From an optimization exercise on the open Yosys and OpenROAD flow, aimed at small area and a short achievable clock period; shortcuts taken in it are not production practice. Where RTL was checked, it was by simulation tests only, not by an equivalence proof against the original. Power is estimated from default activity; no workload was simulated.

==> flow/design.v <==
module topmodule (
	input clk, rst,
	output [31:0] PC_out, RD1, RD2,
	output wire [31:0] Inst,
	output REGWr,
	output [3:0] ALUCnt,
	output [31:0] ALUOutW, ReadDataW,
	input [31:0] InstrF,
	output [31:0] DataAdrM, WriteDataM,
	output MemWriteM,
	input [31:0] ReadDataM);
reg [31:0] pcF;                        
reg [31:0] instD;                      
reg [31:0] rd1E, rd2E, srcbE;          
reg [3:0]  alucE, condE, waE;          
reg [1:0]  flagwE;
reg        regwE, memwE, memtoregE, pcsE, blE;
reg [31:0] aluM, wdataM;               
reg [3:0]  waM;
reg        regwM, memwM, memtoregM, pcsM, blM;
reg [31:0] aluW, rdataW;               
reg        regwW, memtoregW, pcsW;
reg [3:0]  flags;                      
reg [15:0] sel1, sel2;                 
reg [4:0]  amtD, shamtD;               
reg [1:0]  shD;                        
reg        alusrcD, subD;              
wire [479:0] rf;                       
assign PC_out     = pcF;
assign Inst       = instD;
assign RD1        = rd1E;
assign RD2        = rd2E;
assign ALUCnt     = alucE;
assign DataAdrM   = aluM;
assign WriteDataM = wdataM;
assign MemWriteM  = memwM;
assign ALUOutW    = aluW;
assign ReadDataW  = rdataW;
assign REGWr      = regwW;
wire [31:0] pc4     = {pcF[31:2] + 30'd1, pcF[1:0]};
wire [31:0] resultW = memtoregW ? rdataW : aluW;
wire [31:0] pcnext  = pcsW ? resultW : pc4;
wire [31:0] instF = rst ? 32'd0 : InstrF;
wire        strF  = (instF[27:26] == 2'b01) & ~instF[20];
wire [3:0]  ra1F  = instF[19:16];
wire [3:0]  ra2F  = strF ? instF[15:12] : instF[3:0];
wire        bxF   = (instF[27:4] == 24'h12FFF1);
wire        dpF   = (instF[27:26] == 2'b00) & ~bxF;
wire [4:0]  shamtF = dpF ? instF[11:7] : 5'd0;
wire [1:0]  shF    = dpF ? instF[6:5]  : 2'd0;
wire        subF   = dpF & (instF[23:21] == 3'b010);    
always @(posedge clk) begin
	pcF     <= rst ? 32'd0 : pcnext;
	instD   <= instF;
	sel1    <= 16'd1 << ra1F;
	sel2    <= 16'd1 << ra2F;
	shamtD  <= shamtF;
	shD     <= shF;
	amtD    <= (shF == 2'b00) ? (5'd0 - shamtF) : shamtF;
	alusrcD <= dpF ? instF[25] : (instF[27:26] == 2'b01) | (instF[27:26] == 2'b10);
	subD    <= subF;
end
wire [1:0] op    = instD[27:26];
wire [3:0] cmd   = instD[24:21];
wire       sbit  = instD[20];
wire [3:0] rn    = instD[19:16];
wire [3:0] rd    = instD[15:12];
wire [3:0] rm    = instD[3:0];
wire isBX  = (instD[27:4] == 24'h12FFF1);
wire isDP  = (op == 2'b00) & ~isBX;
wire isMem = (op == 2'b01);
wire isSTR = isMem & ~instD[20];
wire isLDR = isMem &  instD[20];
wire isBr  = (op == 2'b10);
wire isBL  = isBr & instD[24];
wire isCMP = (cmd == 4'b1010);
wire regwD = (isDP & ~isCMP) | isLDR | isBL;
wire pcsD  = ((rd == 4'd15) & regwD) | isBr | isBX;
reg [3:0] alucD;
reg [1:0] flagwD;
always @* begin
	if (isDP) begin
		case (cmd)
		4'b0100: begin alucD = 4'b0100; flagwD = sbit ? 2'b11 : 2'b00; end
		4'b0010: begin alucD = 4'b0010; flagwD = sbit ? 2'b11 : 2'b00; end
		4'b0000: begin alucD = 4'b0000; flagwD = sbit ? 2'b10 : 2'b00; end
		4'b1100: begin alucD = 4'b1100; flagwD = sbit ? 2'b10 : 2'b00; end
		4'b1101: begin alucD = 4'b1101; flagwD = sbit ? 2'b10 : 2'b00; end
		4'b1010: begin alucD = 4'b0010; flagwD = 2'b11; end
		default: begin alucD = 4'b1101; flagwD = 2'b00; end
		endcase
	end else begin
		alucD  = (isBr | isBX) ? 4'b1101 : 4'b0100;
		flagwD = 2'b00;
	end
end
genvar gi;
reg [31:0] rv1, rv2;
integer i;
always @* begin
	rv1 = {32{sel1[15]}} & pc4;
	rv2 = {32{sel2[15]}} & pc4;
	for (i = 0; i < 15; i = i + 1) begin
		rv1 = rv1 | ({32{sel1[i]}} & rf[i*32 +: 32]);
		rv2 = rv2 | ({32{sel2[i]}} & rf[i*32 +: 32]);
	end
end
reg [31:0] extimm;
always @* begin
	if (isMem)     extimm = {20'd0, instD[11:0]};
	else if (isBr) extimm = {{6{instD[23]}}, instD[23:0], 2'b00};
	else           extimm = {24'd0, instD[7:0]};
end
wire [31:0] srcb    = alusrcD ? extimm : rv2;
wire [31:0] srcx = srcb ^ {32{subD}};
wire [4:0]  amt  = amtD;
wire [4:0]  shamt = shamtD;
wire [1:0]  sh   = shD;
wire        lsl  = (sh == 2'b00);
wire [31:0] r0   = amt[0] ? {srcx[0],    srcx[31:1]} : srcx;
wire [31:0] r1   = amt[1] ? {r0[1:0],   r0[31:2]}   : r0;
wire [31:0] r2   = amt[2] ? {r1[3:0],   r1[31:4]}   : r1;
wire [31:0] r3   = amt[3] ? {r2[7:0],   r2[31:8]}   : r2;
wire [31:0] r4   = amt[4] ? {r3[15:0],  r3[31:16]}  : r3;
wire [31:0] mr   = {32{1'b1}} >> shamt;    
wire [31:0] ml   = {32{1'b1}} << shamt;    
wire [31:0] keep = (sh == 2'b11) ? {32{1'b1}} : (lsl ? ml : mr);
wire        fill = ((sh == 2'b10) & srcb[31]) ^ subD;
wire [31:0] shifted = (r4 & keep) | ({32{fill}} & ~keep);
always @(posedge clk) begin
	rd1E  <= rst ? 32'd0 : rv1;
	rd2E  <= rst ? 32'd0 : rv2;
	srcbE <= shifted;
	waE   <= isBL ? 4'd14 : rd;
	blE   <= isBL;
	memtoregE <= isLDR;
	if (rst) begin
		alucE <= 4'd0; condE <= 4'd0; flagwE <= 2'd0;
		regwE <= 1'b0; memwE <= 1'b0; pcsE <= 1'b0;
	end else begin
		alucE <= alucD; condE <= instD[31:28]; flagwE <= flagwD;
		regwE <= regwD; memwE <= isSTR; pcsE <= pcsD;
	end
end
wire        isSub = alucE[1];
wire [31:0] bx    = srcbE;                  
wire [32:0] sum   = {1'b0, rd1E} + {1'b0, bx} + {32'd0, isSub};
reg  [31:0] aluout;
always @* begin
	case (alucE)
	4'b0100, 4'b0010: aluout = sum[31:0];
	4'b1100:          aluout = rd1E | srcbE;
	4'b1101:          aluout = srcbE;
	default:          aluout = rd1E & srcbE;
	endcase
end
wire fN = aluout[31];
wire fZ = (aluout == 32'd0);
wire fC = isSub ? ~sum[31] : sum[32];
wire fV = (rd1E[31] == bx[31]) & (sum[31] != rd1E[31]);
reg condex;
always @* begin
	case (condE)
	4'b0000: condex = flags[2];
	4'b0001: condex = ~flags[2];
	4'b0010: condex = flags[1];
	4'b0011: condex = ~flags[1];
	4'b0100: condex = flags[3];
	4'b0101: condex = ~flags[3];
	4'b0110: condex = flags[0];
	4'b0111: condex = ~flags[0];
	4'b1000: condex = ~flags[2] & flags[1];
	4'b1001: condex = flags[2] | ~flags[1];
	4'b1010: condex = ~(flags[3] ^ flags[0]);
	4'b1011: condex = flags[3] ^ flags[0];
	4'b1100: condex = ~flags[2] & ~(flags[3] ^ flags[0]);
	4'b1101: condex = flags[2] | (flags[3] ^ flags[0]);
	default: condex = 1'b1;
	endcase
end
always @(posedge clk) begin
	if (rst) flags <= 4'd0;
	else begin
		if (flagwE[1] & condex) flags[3:2] <= {fN, fZ};
		if (flagwE[0] & condex) flags[1:0] <= {fC, fV};
	end
end
always @(posedge clk) begin
	wdataM    <= rd2E;
	waM       <= waE;
	blM       <= blE;
	memtoregM <= memtoregE;
	if (rst) begin
		aluM <= 32'd0; regwM <= 1'b0; memwM <= 1'b0; pcsM <= 1'b0;
	end else begin
		aluM  <= aluout;
		regwM <= regwE & condex;
		memwM <= memwE & condex;
		pcsM  <= pcsE & condex;
	end
end
wire [31:0] wd   = blM ? pcnext : (memtoregM ? ReadDataM : aluM);
wire [31:0] wdr  = wd & {32{~rst}};
generate
	for (gi = 0; gi < 15; gi = gi + 1) begin : g_rf
		wire wen = rst | (regwM & (waM == gi));
		reg [31:0] r;
		always @(posedge clk)
			if (wen) r <= wdr;
		assign rf[gi*32 +: 32] = r;
	end
endgenerate
always @(posedge clk) begin
	memtoregW <= memtoregM;
	if (rst) begin
		aluW <= 32'd0; rdataW <= 32'd0; regwW <= 1'b0; pcsW <= 1'b0;
	end else begin
		aluW <= aluM; rdataW <= ReadDataM; regwW <= regwM; pcsW <= pcsM;
	end
end
endmodule
Settings: LEC_CHECK=0, CAP_MARGIN=20, CORE_MARGIN=2, CORE_UTILIZATION=40, SLEW_MARGIN=20; clock period 10.0 ns.
run.sh (not shown) runs the stock make flow with config.mk's settings and CLKGATE_MAP_FILE= SYNTH_SCRIPT=/design/flow/synth_recipe.tcl, a recipe that flattens the netlist after the stock synthesis.
Next try:
--- a/flow/design.v
+++ b/flow/design.v
@@ -22,9 +22,6 @@
 reg        regwW, memtoregW, pcsW;
 reg [3:0]  flags;                      
 reg [15:0] sel1, sel2;                 
-reg [4:0]  amtD, shamtD;               
-reg [1:0]  shD;                        
-reg        alusrcD, subD;              
 wire [479:0] rf;                       
 assign PC_out     = pcF;
 assign Inst       = instD;
@@ -40,25 +37,14 @@
 wire [31:0] pc4     = {pcF[31:2] + 30'd1, pcF[1:0]};
 wire [31:0] resultW = memtoregW ? rdataW : aluW;
 wire [31:0] pcnext  = pcsW ? resultW : pc4;
-wire [31:0] instF = rst ? 32'd0 : InstrF;
-wire        strF  = (instF[27:26] == 2'b01) & ~instF[20];
-wire [3:0]  ra1F  = instF[19:16];
-wire [3:0]  ra2F  = strF ? instF[15:12] : instF[3:0];
-wire        bxF   = (instF[27:4] == 24'h12FFF1);
-wire        dpF   = (instF[27:26] == 2'b00) & ~bxF;
-wire [4:0]  shamtF = dpF ? instF[11:7] : 5'd0;
-wire [1:0]  shF    = dpF ? instF[6:5]  : 2'd0;
-wire        subF   = dpF & (instF[23:21] == 3'b010);    
-always @(posedge clk) begin
-	pcF     <= rst ? 32'd0 : pcnext;
-	instD   <= instF;
-	sel1    <= 16'd1 << ra1F;
-	sel2    <= 16'd1 << ra2F;
-	shamtD  <= shamtF;
-	shD     <= shF;
-	amtD    <= (shF == 2'b00) ? (5'd0 - shamtF) : shamtF;
-	alusrcD <= dpF ? instF[25] : (instF[27:26] == 2'b01) | (instF[27:26] == 2'b10);
-	subD    <= subF;
+wire        strF = (InstrF[27:26] == 2'b01) & ~InstrF[20];
+wire [3:0]  ra1F = InstrF[19:16];
+wire [3:0]  ra2F = strF ? InstrF[15:12] : InstrF[3:0];
+always @(posedge clk) begin
+	pcF   <= rst ? 32'd0 : pcnext;
+	instD <= rst ? 32'd0 : InstrF;
+	sel1  <= rst ? 16'd1 : (16'd1 << ra1F);
+	sel2  <= rst ? 16'd1 : (16'd1 << ra2F);
 end
 wire [1:0] op    = instD[27:26];
 wire [3:0] cmd   = instD[24:21];
@@ -111,13 +97,13 @@
 	else if (isBr) extimm = {{6{instD[23]}}, instD[23:0], 2'b00};
 	else           extimm = {24'd0, instD[7:0]};
 end
+wire        alusrcD = isDP ? instD[25] : (isMem | isBr);
+wire [4:0]  shamt   = isDP ? instD[11:7] : 5'd0;
+wire [1:0]  sh      = isDP ? instD[6:5]  : 2'd0;
 wire [31:0] srcb    = alusrcD ? extimm : rv2;
-wire [31:0] srcx = srcb ^ {32{subD}};
-wire [4:0]  amt  = amtD;
-wire [4:0]  shamt = shamtD;
-wire [1:0]  sh   = shD;
 wire        lsl  = (sh == 2'b00);
-wire [31:0] r0   = amt[0] ? {srcx[0],    srcx[31:1]} : srcx;
+wire [4:0]  amt  = lsl ? (5'd0 - shamt) : shamt;
+wire [31:0] r0   = amt[0] ? {srcb[0],    srcb[31:1]} : srcb;
 wire [31:0] r1   = amt[1] ? {r0[1:0],   r0[31:2]}   : r0;
 wire [31:0] r2   = amt[2] ? {r1[3:0],   r1[31:4]}   : r1;
 wire [31:0] r3   = amt[3] ? {r2[7:0],   r2[31:8]}   : r2;
@@ -125,7 +111,7 @@
 wire [31:0] mr   = {32{1'b1}} >> shamt;    
 wire [31:0] ml   = {32{1'b1}} << shamt;    
 wire [31:0] keep = (sh == 2'b11) ? {32{1'b1}} : (lsl ? ml : mr);
-wire        fill = ((sh == 2'b10) & srcb[31]) ^ subD;
+wire        fill = (sh == 2'b10) & srcb[31];
 wire [31:0] shifted = (r4 & keep) | ({32{fill}} & ~keep);
 always @(posedge clk) begin
 	rd1E  <= rst ? 32'd0 : rv1;
@@ -143,7 +129,7 @@
 	end
 end
 wire        isSub = alucE[1];
-wire [31:0] bx    = srcbE;                  
+wire [31:0] bx    = isSub ? ~srcbE : srcbE;
 wire [32:0] sum   = {1'b0, rd1E} + {1'b0, bx} + {32'd0, isSub};
 reg  [31:0] aluout;
 always @* begin
=>
- final cell count fell by 3.5%
- via count fell by about 3%
- clock power fell by about 4%
- worst setup slack degrades by 0.15 ns
- cell area fell by about 3%
- wire length fell by 4.7%
The RTL of the first run of this note was laid out without a check of its function.

========
topmodule, a different RTL version from the one above (not shown whole).
For scale: roughly 870 flip-flops, ~0.039 mm² of cells after synthesis.
==> flow/config.mk <==
export PLATFORM = sky130hd
export DESIGN_NAME = topmodule
export DESIGN_NICKNAME = topmodule
export VERILOG_FILES = /design/flow/design.v
export SDC_FILE = /design/flow/constraint.sdc
export NUM_CORES = 8
export LEC_CHECK = 0
export CAP_MARGIN = 25
export CORE_MARGIN = 2
export CORE_UTILIZATION = 50
export PLACE_DENSITY = 0.7
export SLEW_MARGIN = 25
==> flow/constraint.sdc <==
create_clock -name core_clock -period 10.0 [get_ports {clk}]
set_input_delay 2.0000 -clock core_clock [delete_from_list [all_inputs] [get_ports {clk}]]
set_output_delay 2.0000 -clock core_clock [all_outputs]
set_load 0.01 [all_outputs]
standard.sh (not shown) runs the stock make flow with config.mk's settings and CLKGATE_MAP_FILE= SYNTH_SCRIPT=/design/flow/synth_recipe.tcl, a recipe that flattens the netlist after the stock synthesis.
==> flow/flow/run.sh <==
#!/bin/bash
set -euo pipefail
cd "$(dirname "$0")/.."
bash standard.sh \
  "BUFFER_PORTS_ARGS=-buffer_cell sky130_fd_sc_hd__buf_1" \
  MATCH_CELL_FOOTPRINT=0 \
  SETUP_SLACK_MARGIN=6.4 \
  "CTS_ARGS=-sink_clustering_enable -repair_clock_nets -dont_use_dummy_load -sink_clustering_size 25 -sink_clustering_max_diameter 70" \
  finish > flow_make.log 2>&1
The first run ran to the end with no violations.
Edit:
--- a/flow/design.v
+++ b/flow/design.v
@@ -19,21 +19,21 @@
 reg [3:0]  waM;
 reg        regwM, memwM, memtoregM, pcsM, blM;
 reg [31:0] aluW, rdataW;               
 reg        regwW, memtoregW, pcsW;
 reg [3:0]  flagr;                      
 reg        nzp, cvp;                   
 reg        cM, vM;                     
 reg [15:0] sel1, sel2;                 
 reg [14:0] valid;                      
-reg [4:0]  amtD, shamtD;               
+reg [4:0]  amtD;                       
 reg [1:0]  shD;                        
-reg        immD, subD;                 
+reg        alusrcD;                    
 wire [479:0] rf;                       
 assign PC_out     = pcF;
 assign Inst       = instD;
 assign RD1        = rd1E;
 assign RD2        = rd2E;
 assign ALUCnt     = alucE;
 assign DataAdrM   = aluM;
 assign WriteDataM = wdataM;
 assign MemWriteM  = memwM;
@@ -47,30 +47,27 @@
 wire [14:0] wevec;
 wire [14:0] vnext = valid | wevec;
 wire        strF  = (instF[27:26] == 2'b01) & ~instF[20];
 wire [3:0]  ra1F  = instF[19:16];
 wire [3:0]  ra2F  = strF ? instF[15:12] : instF[3:0];
 wire        bxF   = (instF[27:4] == 24'h12FFF1);
 wire        dpF   = (instF[27:26] == 2'b00) & ~bxF;
 wire [4:0]  shamtF = dpF ? instF[11:7] : 5'd0;
 wire [1:0]  shF    = dpF ? instF[6:5]  : 2'd0;
-wire        subF   = dpF & (instF[23:21] == 3'b010);    
 always @(posedge clk) begin
 	pcF     <= rst ? 32'd0 : pcnext;
 	instD   <= rst ? 32'd0 : instF;
 	sel1    <= rst ? 16'd0 : ((16'd1 << ra1F) & {1'b1, vnext});
 	sel2    <= rst ? 16'd0 : ((16'd1 << ra2F) & {1'b1, vnext});
 	valid   <= rst ? 15'd0 : vnext;
-	shamtD  <= rst ? 5'd0 : shamtF;
 	shD     <= rst ? 2'd0 : shF;
 	amtD    <= rst ? 5'd0 : ((shF == 2'b00) ? (5'd0 - shamtF) : shamtF);
-	immD    <= ~rst & dpF & instF[25];
-	subD    <= ~rst & subF;
+	alusrcD <= ~rst & (dpF ? instF[25] : (instF[27:26] == 2'b01) | (instF[27:26] == 2'b10));
 end
 wire [1:0] op    = instD[27:26];
 wire [3:0] cmd   = instD[24:21];
 wire       sbit  = instD[20];
 wire [3:0] rn    = instD[19:16];
 wire [3:0] rd    = instD[15:12];
 wire [3:0] rm    = instD[3:0];
 wire isBX  = (instD[27:4] == 24'h12FFF1);
 wire isDP  = (op == 2'b00) & ~isBX;
@@ -105,59 +102,55 @@
 integer i;
 always @* begin
 	rv1 = {32{sel1[15]}} & pc4;
 	rv2 = {32{sel2[15]}} & pc4;
 	for (i = 0; i < 15; i = i + 1) begin
 		rv1 = rv1 | ({32{sel1[i]}} & rf[i*32 +: 32]);
 		rv2 = rv2 | ({32{sel2[i]}} & rf[i*32 +: 32]);
 	end
 end
-wire        memBr  = isMem | isBr;
-wire [31:0] extMB  = isMem ? {20'd0, instD[11:0]} : {{6{instD[23]}}, instD[23:0], 2'b00};
-wire [31:0] srcb = immD ? {24'd0, instD[7:0]} : rv2;
-wire [31:0] srcx = srcb ^ {32{subD}};
+reg [31:0] extimm;
+always @* begin
+	if (isMem)     extimm = {20'd0, instD[11:0]};
+	else if (isBr) extimm = {{6{instD[23]}}, instD[23:0], 2'b00};
+	else           extimm = {24'd0, instD[7:0]};
+end
+wire [31:0] srcb    = alusrcD ? extimm : rv2;
+wire [31:0] srcx = srcb;
 wire [4:0]  amt  = amtD;
-wire [4:0]  shamt = shamtD;
 wire [1:0]  sh   = shD;
 wire        lsl  = (sh == 2'b00);
 wire [31:0] r0   = amt[0] ? {srcx[0],    srcx[31:1]} : srcx;
 wire [31:0] r1   = amt[1] ? {r0[1:0],   r0[31:2]}   : r0;
 wire [31:0] r2   = amt[2] ? {r1[3:0],   r1[31:4]}   : r1;
 wire [31:0] r3   = amt[3] ? {r2[7:0],   r2[31:8]}   : r2;
 wire [31:0] r4   = amt[4] ? {r3[15:0],  r3[31:16]}  : r3;
-wire [31:0] ml   = {32{1'b1}} << shamt;
-wire [31:0] mr;
-generate
-	for (gi = 0; gi < 32; gi = gi + 1) begin : g_mr
-		assign mr[gi] = ml[31 - gi];
-	end
-endgenerate
-wire [31:0] keep = memBr ? 32'd0 : ((sh == 2'b11) ? {32{1'b1}} : (lsl ? ml : mr));
-wire        fill = (sh == 2'b10) ? srcx[31] : subD;    
-wire [31:0] fillv = memBr ? extMB : {32{fill}};
-wire [31:0] shifted = (r4 & keep) | (fillv & ~keep);
+wire [31:0] mr   = {32{1'b1}} >> amt;
+wire [31:0] keep = (sh == 2'b11) ? {32{1'b1}} : (lsl ? (~mr | {32{amt == 5'd0}}) : mr);
+wire        fill = (sh == 2'b10) & srcb[31];
+wire [31:0] shifted = (r4 & keep) | ({32{fill}} & ~keep);
 always @(posedge clk) begin
 	rd1E  <= rst ? 32'd0 : rv1;
 	rd2E  <= rst ? 32'd0 : rv2;
 	srcbE <= shifted;
 	waE   <= isBL ? 4'd14 : rd;
 	blE   <= isBL;
 	memtoregE <= isLDR;
 	if (rst) begin
 		alucE <= 4'd0; condE <= 4'd0; flagwE <= 2'd0;
 		regwE <= 1'b0; memwE <= 1'b0; pcsE <= 1'b0;
 	end else begin
 		alucE <= alucD; condE <= instD[31:28]; flagwE <= flagwD;
 		regwE <= regwD; memwE <= isSTR; pcsE <= pcsD;
 	end
 end
 wire        isSub = alucE[1];
-wire [31:0] bx    = srcbE;                  
+wire [31:0] bx    = srcbE ^ {32{isSub}};
 wire [31:0] ag = rd1E & bx, ap = rd1E ^ bx;
 reg  [31:0] G, P;
 integer d, j, b;
 always @* begin
 	G = {ag[31:1], ag[0] | (ap[0] & isSub)};
 	P = ap;
 	for (d = 1; d < 32; d = d * 2)
 		for (b = 0; b < 32; b = b + 1)
 			if (b & d) begin
What happened:
- The new run passed the timing, design-rule and antenna checks
- clock power falls by about 4%
- first-iteration DRC count is lower by 9.3%
- power drops by 0.89%
- wire length is lower by 6.2%
- global-route usage came out lower by 1.2 points
- setup slack gets worse by 0.030 ns
- worst hold slack improves by 0.0037 ns
- critical path depth decreases by 1
Function not checked in the first run of this note: the RTL went through the layout flow alone.

==> what the ideal ports hide <==
How much do the figures lean on ideal ports? The routed layouts below were timed once more, with nothing changed but the port constraints.
Step 1, drivers: a clkbuf_16 drives clk and a buf_2 each remaining input, both assumed.
Step 2 times the ports against the registers' clock, not the clock port: input delays grow and output delays shrink by t, the midpoint of the rising clock arrivals with the driver on.
Slacks: ideal / step 1 / step 2; pairs: ideal / step 1.
run | shift t [ns] | slack for setup (ns) | slew at the worst register clock pin (ns) | worst data-port slew with drivers (ns)
the first run of note 1 | 0.748 | 4.942 / 4.942 / 4.942 | 0.07 / 0.07 | 0.07
the second run of note 1 | 0.738 | 4.790 / 4.790 / 4.790 | 0.07 / 0.07 | 0.09
the first run of note 2 | 0.690 | 6.308 / 6.308 / 5.939 | 0.10 / 0.10 | 0.04
the second run of note 2 | 0.679 | 6.278 / 6.278 / 5.939 | 0.10 / 0.10 | 0.11
After both steps every run listed still meets setup and hold. The setup slack of the first run of note 2, which loses most, moves by 0.000 ns with the drivers and by -0.369 ns with both steps.
